Source: an optimization exercise on an open RTL-to-GDS flow (aim: small area and a short achievable clock period). Production flows keep margins and buffers that such runs may drop.
In this exercise RTL edits were held to simulation tests only and were not proved equivalent to the original.

==> design.v <==
module Buffer(input logic clk, input logic reset, input logic [63:0] in,
					output logic [63:0] out);
	  always_ff @(posedge clk)
    begin
		 if(reset)
			out <= 0;
		 else
			out <= in;
    end
endmodule : Buffer
module xorKey(input logic [63:0] counter, input logic [63:0] key,
					output logic [63:0] result);
		assign result = {counter[63:56] ^ key[63:56], key[55:0]};
endmodule
module xorData(input logic [63:0] data, input logic [63:0] key,
					output logic [63:0] result);
		assign result = key ^ data;
endmodule
module S_layer(input logic [63:0] in, output logic [63:0] X);
logic [7:0] X0, X1, X2, X3, X4, X5, X6, X7;
logic [7:0] T0, T1, T2;
always_comb
	begin
	X0 = in[63:56];
	X1 = in[55:48];
	X2 = in[47:40];
	X3 = in[39:32];
	X4 = in[31:24];
	X5 = in[23:16];
	X6 = in[15:8];
	X7 = in[7:0];
	X5 = X5 ^ (X7 & X6);
	X4 = X4 ^ (X3 & X5);
	X7 = X7 ^ X4;
	X6 = X6 ^ X3;
	X3 = X3 ^ (X4 | X5);
	X5 = X5 ^ X7;
	X4 = X4 ^ (X5 & X6);
	X2 = X2 ^ (X1 & X0);
	X0 = X0 ^ (X2 | X1);
	X1 = X1 ^ (X2 | X0);
	X2 = ~X2;
	X7 = X7 ^ X1;
	X3 = X3 ^ X2;
	X4 = X4 ^ X0;
	T0 = X7;
	T1 = X3;
	T2 = X4;
	X6 = X6 ^ (T0 & X5);
	T0 = T0 ^ X6;
	X6 = X6 ^ (T2 | T1);
	T1 = T1 ^ X5;
	X5 = X5 ^ (X6 | T2);
	T2 = T2 ^ (T1 & T0);
	X2 = X2 ^ T0;
	T0 = X1 ^ T2;
	X1 = X0 ^ T1;
	X0 = X7;
	X7 = T0;
	T1 = X3;
	X3 = X6;
	X6 = T1;
	T2 = X4;
	X4 = X5;
	X5 = T2;
	X = {X0, X1, X2, X3, X4, X5, X6, X7};
	end
endmodule
module R_layer(input logic [63:0] in, output logic [63:0] X);
	logic [7:0] in1, in2, in3, in4, in5, in6, in7;
	assign in1 = in[55:48];
	assign in2 = in[47:40];
	assign in3 = in[39:32];
	assign in4 = in[31:24];
	assign in5 = in[23:16];
	assign in6 = in[15:8];
	assign in7 = in[7:0];
always_comb
	begin
		X[63:56] = in[63:56];
		X[55:48] = (in1 << 7) | (in1 >> 1);
		X[47:40] = (in2 << 4) | (in2 >> 4);
		X[39:32] = (in3 << 3) | (in3 >> 5);
		X[31:24] = (in4 << 6) | (in4 >> 2);
		X[23:16] = (in5 << 5) | (in5 >> 3);
		X[15:8]  = (in6 << 1) | (in6 >> 7);
		X[7:0]   = (in7 << 2) | (in7 >> 6);
	end
endmodule
module make_FirstData(input logic [63:0] in,
							output logic [63:0] out);
		assign out = in;
endmodule
module expandKey_0(input logic [127:0] key, 
						output logic [63:0] f_key );
	assign f_key = key[127:64];
endmodule
module expandKey_1(input logic [127:0] key, 
						output logic [63:0] s_key );
	assign s_key = key[63:0];
endmodule
module setCounter(input logic clk, input logic reset, input logic [63:0] counter,
								output logic [63:0] result);
		logic [63:0] tmp;
		assign tmp = {counter[63:56] + 8'd1, counter[55:0]};
		Buffer bc(clk, reset, tmp, result);
endmodule
module runRound(input logic clk, input logic reset, input logic [63:0] data, input logic [63:0] key, input logic [63:0] counter,
								output logic [63:0] nextData, output logic [63:0] check);
	logic [63:0] tempKey, tempData, wires0, wires1;
	S_layer sl(data, wires0);
	R_layer rl(wires0, wires1);
	xorKey xk(counter, key, tempKey);
	xorData xd(wires1 , tempKey, tempData);
	Buffer bufferData(clk, reset, tempData, nextData);
	Buffer bufferKey2(clk, reset, wires1, check);
endmodule
module PIPO_blockcipher_verilog(input logic clk, input logic reset, input logic [63:0] data_in, input logic [127:0] key_in, input logic [63:0] counter_in,
					output logic [63:0] result);
	logic [63:0] roundKey0, roundKey1;
	logic [15*64-1:0] roundData;
	logic [15*64-1:0] roundCounter;
	logic [63:0] temp1, temp2;
	expandKey_0 fk(key_in, roundKey0);  
	expandKey_1 sk(key_in, roundKey1);  
	make_FirstData mf(data_in, roundData[0 +: 64]);
	make_FirstData mfc(counter_in, roundCounter[0 +: 64]);
	genvar i;
	genvar j;
	generate
		for(i=0; i<7; i++)
		begin : first
			for(j=0; j<2; j++)
			begin :second
				if(i==0 && j==0)
				begin
					xorKey xk(roundCounter[0 +: 64], roundKey0, temp1);
					xorData xd(roundData[0 +: 64], temp1, temp2);
					Buffer bp2(clk,reset, temp2, roundData[64 +: 64]);
					setCounter bc(clk,reset, roundCounter[0 +: 64], roundCounter[64 +: 64]);	
				end
				else
				begin
					runRound brk(.clk(clk), .reset(reset), .data(roundData[(i*2+j)*64 +: 64]), .key(j ? roundKey1 : roundKey0),
						.counter(roundCounter[(i*2+j)*64 +: 64]), .nextData(roundData[(i*2+j+1)*64 +: 64]), .check());
					setCounter bc(clk,reset, roundCounter[(i*2+j)*64 +: 64], roundCounter[(i*2+j+1)*64 +: 64]);	
				end
			end:second
		end:first
	endgenerate
	assign result = roundData[14*64 +: 64];	
endmodule
==> run.sh <==
#!/bin/bash
# synth_recipe.tcl (not shown) runs the flow's synth.tcl, then flattens the netlist and writes it again
# the make line also repeats each setting of config.mk as NAME=value (left out here)
make -C /OpenROAD-flow-scripts/flow DESIGN_CONFIG=/design/flow/config.mk WORK_HOME=/design/flow/orfs CLKGATE_MAP_FILE= SYNTH_SCRIPT=/design/flow/synth_recipe.tcl finish
==> config.mk <==
export PLATFORM = sky130hd
export DESIGN_NAME = PIPO_blockcipher_verilog
export DESIGN_NICKNAME = PIPO_blockcipher_verilog
export VERILOG_FILES = /design/flow/design.v
export SDC_FILE = /design/flow/constraint.sdc
export NUM_CORES = 4
export LEC_CHECK = 0
export ABC_AREA = 1
export CAP_MARGIN = 20
export CORE_MARGIN = 2
export CORE_UTILIZATION = 40
export SLEW_MARGIN = 20
==> constraint.sdc <==
create_clock -name core_clock -period 4.0 [get_ports {clk}]
set_input_delay 0.8000 -clock core_clock [delete_from_list [all_inputs] [get_ports {clk}]]
set_output_delay 0.8000 -clock core_clock [all_outputs]
set_load 0.01 [all_outputs]
==> run notes <==
- Root Buffer: clkbuf_16
- Critical-path cell list: nand3_1 > nand2_1 > nor2_1 > a21oi_1 > inv_1 > nand3_1 > nand2_1 > nand2_1 > nand2_1 > nand2_1 > nand2_1 > nand2_1 > o21ai_0 > a21oi_1
- Hold path cells: 2
- Worst hold endpoint: first[6].second[1].genblk1.brk.bufferData.out[8]
- GRT Util Overall: 0.380
- Reg2Reg Depth: 14
- Library cells used by synthesis: 44
- Final Cycle Share: 0.741
- FF+latch count, synth: 1000
- Setup-failing EPs final: 0
- Cell Area, Placed: 86300 µm²
- Core Util, Final: 0.461
- Yosys top cell area share: 0.251
- Register area: 20000 µm²
- Initial Util: 0.403
- Clock slew at reported path FFs: 0.06 ns
- Vias: 85115
- PortBufs: 265
- DRT Pass-1 Iters: 7
- Syn-to-layout area delta: 14.4%
- Status: complete, no violations
- Final GP Congestion: 1.04
- Area of the core: 198000 µm²
- Synthesized area per cell: 6.48 µm²
- Vias per inst: 5.49
- Seq/Total Area, Yosys: 0.251
- Max Root-Sink Buffers: 3
- HP Start: reset
- Post-synth top cells: nand2_1 (2703), nand3_1 (2025), inv_1 (1544)
- Worst path top cell family by delay: compound AO/OA/AOI/OAI gates
- Die Y-Extent: 450 µm
- Post-CTS Setup Bufs: 0
- Ys flop type: dfxtp_1
- Crit path capture type: register
- Setup crit start kind: register
- WS Path Type: reg -> reg
- Yosys top cell by area: dfxtp_1
- RSZ-0062 raised after global routing: no
- CTS tree: built
- Final instance area: 91100 µm²
- Multi-input gate area: 52600 µm²
- Clk latency of the worst-skew pair: 0.81 ns
- Vias in the first global route: 75810
- Slowest CP cell: a21oi_1
- Hold-fix buffers, CTS: 0
- Buf/Inv on CP: 1
- Fin. Hold Viols: 0
- Ys Warns: 3
- Mapped Area: 79600 µm²
- Initial antenna violation count: 47
- Worst r2r dst: first[1].second[1].genblk1.brk.bufferData.out[40]
- Clk_skew: 0.0372 ns
- Routed length per instance: 25.7 µm
- CTS sink cnt: 1000
- Async SR Flop Fraction: 0
- I/O Pins: 322
- Post-cts gate resize count: 0
- Hold Crit Class: in -> reg
- Overflow after GRT: 0
- Max-slew violations: 0
- Slew Limit Headroom: 0.220
- WP data arrival: 3.59 ns
- Die area: 203000 µm²
- Number of synthesized flops with an enable pin: 0
- H-tree depth: 4
- Synth Net Count: 12568
- Top-count cell post-synth: nand2_1
- Largest net degree at the start of global routing: 100
- Std cell rows: 163
- Worst slew pin tran: 1.17 ns
- # fillers: 20045
- Area contributors post-synth: dfxtp_1 (25%), nand2_1 (13%), nand3_1 (13%)
- Wire length of the first global-routing pass: 547 mm
- R2R Path Start: first[1].second[0].genblk1.brk.bufferData.out[52]
- Antenna viol nets, final: 0
- Die extent in x: 450 µm
- Most frequent CP cell: nand2_1
- Final nets: 12968
- Critical path fanouts, max: 5
- DRT iter0 DRCs: 9031
- DRT Wirelength: 398 mm
- Post-Synthesis Cells: 12297
- Number of remaining DRC errors: 0
- Detailed-placement wirelength estimate: 313 mm
- Fmax: 337 MHz
- Period minus WS final: 2.96 ns
- R2R Setup Slk: 1.04 ns
- Worst EP required: 4.63 ns
- Worst path max stage delay: 0.60 ns
- Share of cells above drive strength 1: 0.131
- Max-Cap Viols: 0
- TritonCTS buffer count: 132
- TNS Setup: 0 ns
[placed cells by master (no fill, tap or decap), types with 142 or more instances in the layout]
| master | n |
|---|---|
| nand2_1 | 2703 |
| nand3_1 | 2025 |
| inv_1 | 1527 |
| dfxtp_1 | 1000 |
| nor2_1 | 837 |
| a21oi_1 | 660 |
| xor2_1 | 566 |
| xnor2_1 | 550 |
| o21ai_0 | 490 |
| nand2_2 | 447 |
| clkdlybuf4s50_1 | 228 |
| nand4_1 | 211 |
| nand3_2 | 205 |
| buf_4 | 190 |
| nand2_4 | 188 |
| clkbuf_16 | 142 |
[final cells by class]
cell class / instances / share of cell area
well taps: 2640 / 0.0363
clock inverters: 37 / 0.00572
inverters: 1662 / 0.0687
flip-flops and latches: 1000 / 0.220
clock buffers: 200 / 0.0448
diodes: 60 / 0.00165
repair buffers: 468 / 0.0457
multi-input cells: 9433 / 0.577
[cells by family after synthesis]
kind of cell,after synthesis,synth area share
AND/OR/NAND/NOR,6765,0.411
buffers and inverters,1864,0.0885
AO/OA/AOI/OAI,1410,0.0970
XOR/XNOR,1245,0.150
flip-flops,1000,0.251
adder cells (fa/ha/maj),13,0.00204
[metrics by stage]
stage	hold WS [ns]	instances	setup slack (ns)
CTS	0.387	15440	1.17
finish	0.433	15500	1.04
global placement	0.469	15202	1.02
detailed placement	0.473	15203	1.04
global route	0.440	15460	0.978
floorplan	0.440	12297	1.92
[worst max path at each step]
stage,startpoint,endpoint,depth (start not counted)
2_1_floorplan,reset,first[1].second[0].genblk1.brk.bufferData.out[49],7
3_3_place_gp,key_in[36],first[4].second[1].genblk1.brk.bufferData.out[36],5
3_5_place_dp,key_in[2],first[3].second[1].genblk1.brk.bufferData.out[2],8
4_1_cts,first[5].second[1].genblk1.brk.bufferData.out[55],first[6].second[0].genblk1.brk.bufferData.out[29],13
5_1_grt,first[1].second[0].genblk1.brk.bufferData.out[52],first[1].second[1].genblk1.brk.bufferData.out[40],14
6_report,first[1].second[0].genblk1.brk.bufferData.out[52],first[1].second[1].genblk1.brk.bufferData.out[40],14
[registers in the layout, indices dropped and copies added (netlist names)]
signal	flops
first.second.genblk1.brk.bufferData.out	832
first.second.genblk1.bc.bc.out	104
first.second.genblk1.bp2.out	64
[routing by layer]
metal	vias up	global-route usage	share of wire
met4	14	0.367	0.11
li1	40404	-	-
met2	4078	0.590	0.43
met3	1099	0.0752	0.085
met5	-	0	0.00030
met1	39520	0.435	0.37

==> re-timing with driven ports <==
The flow's constraints put no driver on any port. The routed layout listed below was extracted and timed again, unchanged, in two steps. Step 1 assumes that a clkbuf_16 drives the clock port and a buf_2 every other input. Step 2 times the ports against the registers' clock, not the clock port: input delays grow and output delays shrink by t, the midpoint of the rising clock arrivals with the driver on. Slacks: ideal / step 1 / step 2; pairs: ideal / step 1.
shift t [ns]: 0.901
setup WS [ns]: 1.036 / 1.036 / 0.837
clock arrival spread, ns: 0.038 / 0.037
worst slew at a driven data input, ns: 0.09
After both steps setup and hold are still met in this run. For this run, drivers alone change the setup slack by 0.000 ns; drivers and shift together by -0.199 ns.
